Background: an optimization exercise with open tools, aiming at small area and a short achievable clock period. Do not read the settings as production practice. At most, simulation tests tie the RTL to the original design; equivalence was not proved. No activity file was given, so power comes from the tool's default toggle rates.

Setup of before:
==> flow/design.v (excerpt) <==
module PE(
    input wire CLK,
    input wire RESET,
    input wire EN,
    input wire SELECTOR,
    input wire W_EN,
    input wire signed [7:0] active_left,
    output reg signed [7:0] active_right,
    input wire signed [15:0] in_sum,
    output reg signed [15:0] out_sum,
    input wire signed [7:0] in_weight_above,
    output wire signed [7:0] out_weight_below
    );
For scale: about 40 flip-flops, roughly 69 I/O pins, roughly 3500 um2 of cells after synthesis.
==> flow/config.mk <==
export PLATFORM = sky130hd
export DESIGN_NAME = PE
export DESIGN_NICKNAME = PE
export VERILOG_FILES = /design/flow/design.v
export SDC_FILE = /design/flow/constraint.sdc
export NUM_CORES = 4
export LEC_CHECK = 0
export CAP_MARGIN = 20
export CORE_MARGIN = 2
export CORE_UTILIZATION = 65
export GPL_TIMING_DRIVEN = 0
export SETUP_SLACK_MARGIN = 0.5
export SLEW_MARGIN = 20
export SYNTH_HIERARCHICAL = 1
==> flow/constraint.sdc <==
create_clock -name core_clock -period 5.5 [get_ports {CLK}]
set_input_delay 1.1000 -clock core_clock [delete_from_list [all_inputs] [get_ports {CLK}]]
set_output_delay 1.1000 -clock core_clock [all_outputs]
set_load 0.01 [all_outputs]
standard.sh (not shown) runs the stock make flow with config.mk's settings and CLKGATE_MAP_FILE= SYNTH_SCRIPT=/design/flow/synth_recipe.tcl, a recipe that flattens the netlist after the stock synthesis.
==> flow/flow/run.sh <==
#!/bin/bash
# Standard layout with two changes: the port buffers are the smallest buffer
# cell, and clock tree synthesis inserts no dummy loads.
set -euo pipefail
export BUFFER_PORTS_ARGS="-buffer_cell sky130_fd_sc_hd__buf_1"
export CTS_ARGS="-sink_clustering_enable -repair_clock_nets -dont_use_dummy_load"
bash standard.sh finish > flow_standard.log 2>&1
For after, these inputs were changed with respect to before:
diff --git a/flow/design.v b/flow/design.v
--- a/flow/design.v
+++ b/flow/design.v
@@ -378,51 +378,45 @@
     wire P260 = p6 & p5;
     wire G261 = g8 | (p8 & g7);
     wire P262 = p8 & p7;
     wire G263 = g10 | (p10 & g9);
     wire P264 = p10 & p9;
     wire G265 = g12 | (p12 & g11);
     wire P266 = p12 & p11;
     wire G267 = g14 | (p14 & g13);
     wire P268 = p14 & p13;
-    wire G269 = g5 | (p5 & G258);
-    wire G270 = G259 | (P260 & G258);
-    wire G271 = g9 | (p9 & G261);
-    wire P272 = p9 & P262;
-    wire G273 = G263 | (P264 & G261);
-    wire P274 = P264 & P262;
-    wire G275 = g13 | (p13 & G265);
-    wire P276 = p13 & P266;
-    wire G277 = G267 | (P268 & G265);
-    wire P278 = P268 & P266;
-    wire G279 = g7 | (p7 & G270);
-    wire G280 = G261 | (P262 & G270);
-    wire G281 = G271 | (P272 & G270);
-    wire G282 = G273 | (P274 & G270);
-    wire G283 = g15 | (p15 & G277);
-    wire P284 = p15 & P278;
-    wire G285 = g11 | (p11 & G282);
-    wire G286 = G265 | (P266 & G282);
-    wire G287 = G275 | (P276 & G282);
-    wire G288 = G277 | (P278 & G282);
-    wire G289 = G283 | (P284 & G282);
-    pe_xor2 u_x290 (.a(p4), .b(rc244), .y(sum[4]));
-    pe_xor2 u_x291 (.a(p5), .b(G258), .y(sum[5]));
-    pe_xor2 u_x292 (.a(p6), .b(G269), .y(sum[6]));
-    pe_xor2 u_x293 (.a(p7), .b(G270), .y(sum[7]));
-    pe_xor2 u_x294 (.a(p8), .b(G279), .y(sum[8]));
-    pe_xor2 u_x295 (.a(p9), .b(G280), .y(sum[9]));
-    pe_xor2 u_x296 (.a(p10), .b(G281), .y(sum[10]));
-    pe_xor2 u_x297 (.a(p11), .b(G282), .y(sum[11]));
-    pe_xor2 u_x298 (.a(p12), .b(G285), .y(sum[12]));
-    pe_xor2 u_x299 (.a(p13), .b(G286), .y(sum[13]));
-    pe_xor2 u_x300 (.a(p14), .b(G287), .y(sum[14]));
-    pe_xnor2 u_x301 (.a(p15), .b(G288), .y(sum[15]));
+    wire G269 = G259 | (P260 & G258);
+    wire G270 = G263 | (P264 & G261);
+    wire P271 = P264 & P262;
+    wire G272 = G267 | (P268 & G265);
+    wire P273 = P268 & P266;
+    wire G274 = G270 | (P271 & G269);
+    wire G275 = G272 | (P273 & G274);
+    wire G276 = G261 | (P262 & G269);
+    wire G277 = G265 | (P266 & G274);
+    wire G278 = g5 | (p5 & G258);
+    wire G279 = g7 | (p7 & G269);
+    wire G280 = g9 | (p9 & G276);
+    wire G281 = g11 | (p11 & G274);
+    wire G282 = g13 | (p13 & G277);
+    wire G283 = g15 | (p15 & G275);
+    pe_xor2 u_x284 (.a(p4), .b(rc244), .y(sum[4]));
+    pe_xor2 u_x285 (.a(p5), .b(G258), .y(sum[5]));
+    pe_xor2 u_x286 (.a(p6), .b(G278), .y(sum[6]));
+    pe_xor2 u_x287 (.a(p7), .b(G269), .y(sum[7]));
+    pe_xor2 u_x288 (.a(p8), .b(G279), .y(sum[8]));
+    pe_xor2 u_x289 (.a(p9), .b(G276), .y(sum[9]));
+    pe_xor2 u_x290 (.a(p10), .b(G280), .y(sum[10]));
+    pe_xor2 u_x291 (.a(p11), .b(G274), .y(sum[11]));
+    pe_xor2 u_x292 (.a(p12), .b(G281), .y(sum[12]));
+    pe_xor2 u_x293 (.a(p13), .b(G277), .y(sum[13]));
+    pe_xor2 u_x294 (.a(p14), .b(G282), .y(sum[14]));
+    pe_xnor2 u_x295 (.a(p15), .b(G275), .y(sum[15]));
     always @(negedge RESET or posedge CLK) begin
         if (~RESET) begin
             out_sum <= 0;
             active_right <= 0;
             weight_1 <= 0;
             weight_2 <= 0;
         end else begin
             out_sum <= sum;
             active_right <= ar_d;
==> summary.txt <==
- Post-detailed-placement half-perimeter wirelength: after > before
- Compared to before, after has cell area power density 5.5% higher.
- As far as fraction of met3 tracks used by global routing is concerned, after and before perform about the same.
- Critical path arrival delta (before -> after): insignificant
- Min final worst slack across after and before: before
- Layout overhead on the synthesized area: after vs before down 1.3 points
- Routability congestion estimate from global placement of after falls short of that of before slightly.
- Summary of after over before: fraction of area in clock buffers and inverters now sits at about the same level; die area now sits at about the same level; cell area now sits lower.
For before, only the layout was checked, not whether the RTL still works.

==> static timing again, ports no longer ideal <==
No port has a modelled driver above. Below, the same layouts with a new extraction and two added sets of constraints. Step 1: set_driving_cell puts a clkbuf_16 on CLK and a buf_2 on each other input, an assumption about the parent block. Step 2 times the ports against the registers' clock, not the clock port: input delays grow and output delays shrink by t, the midpoint of the rising clock arrivals with the driver on. Slacks: ideal / step 1 / step 2; pairs: ideal / step 1.
run | shift t [ns] | setup WS [ns] | pins driven straight from the clock port
before | 0.316 | 0.676 / 0.634 / 0.318 | 1
after | 0.312 | 0.705 / 0.691 / 0.379 | 1
After both steps setup and hold are still met in every run listed. For before, which loses most, drivers alone change the setup slack by -0.042 ns; drivers and shift together by -0.358 ns.
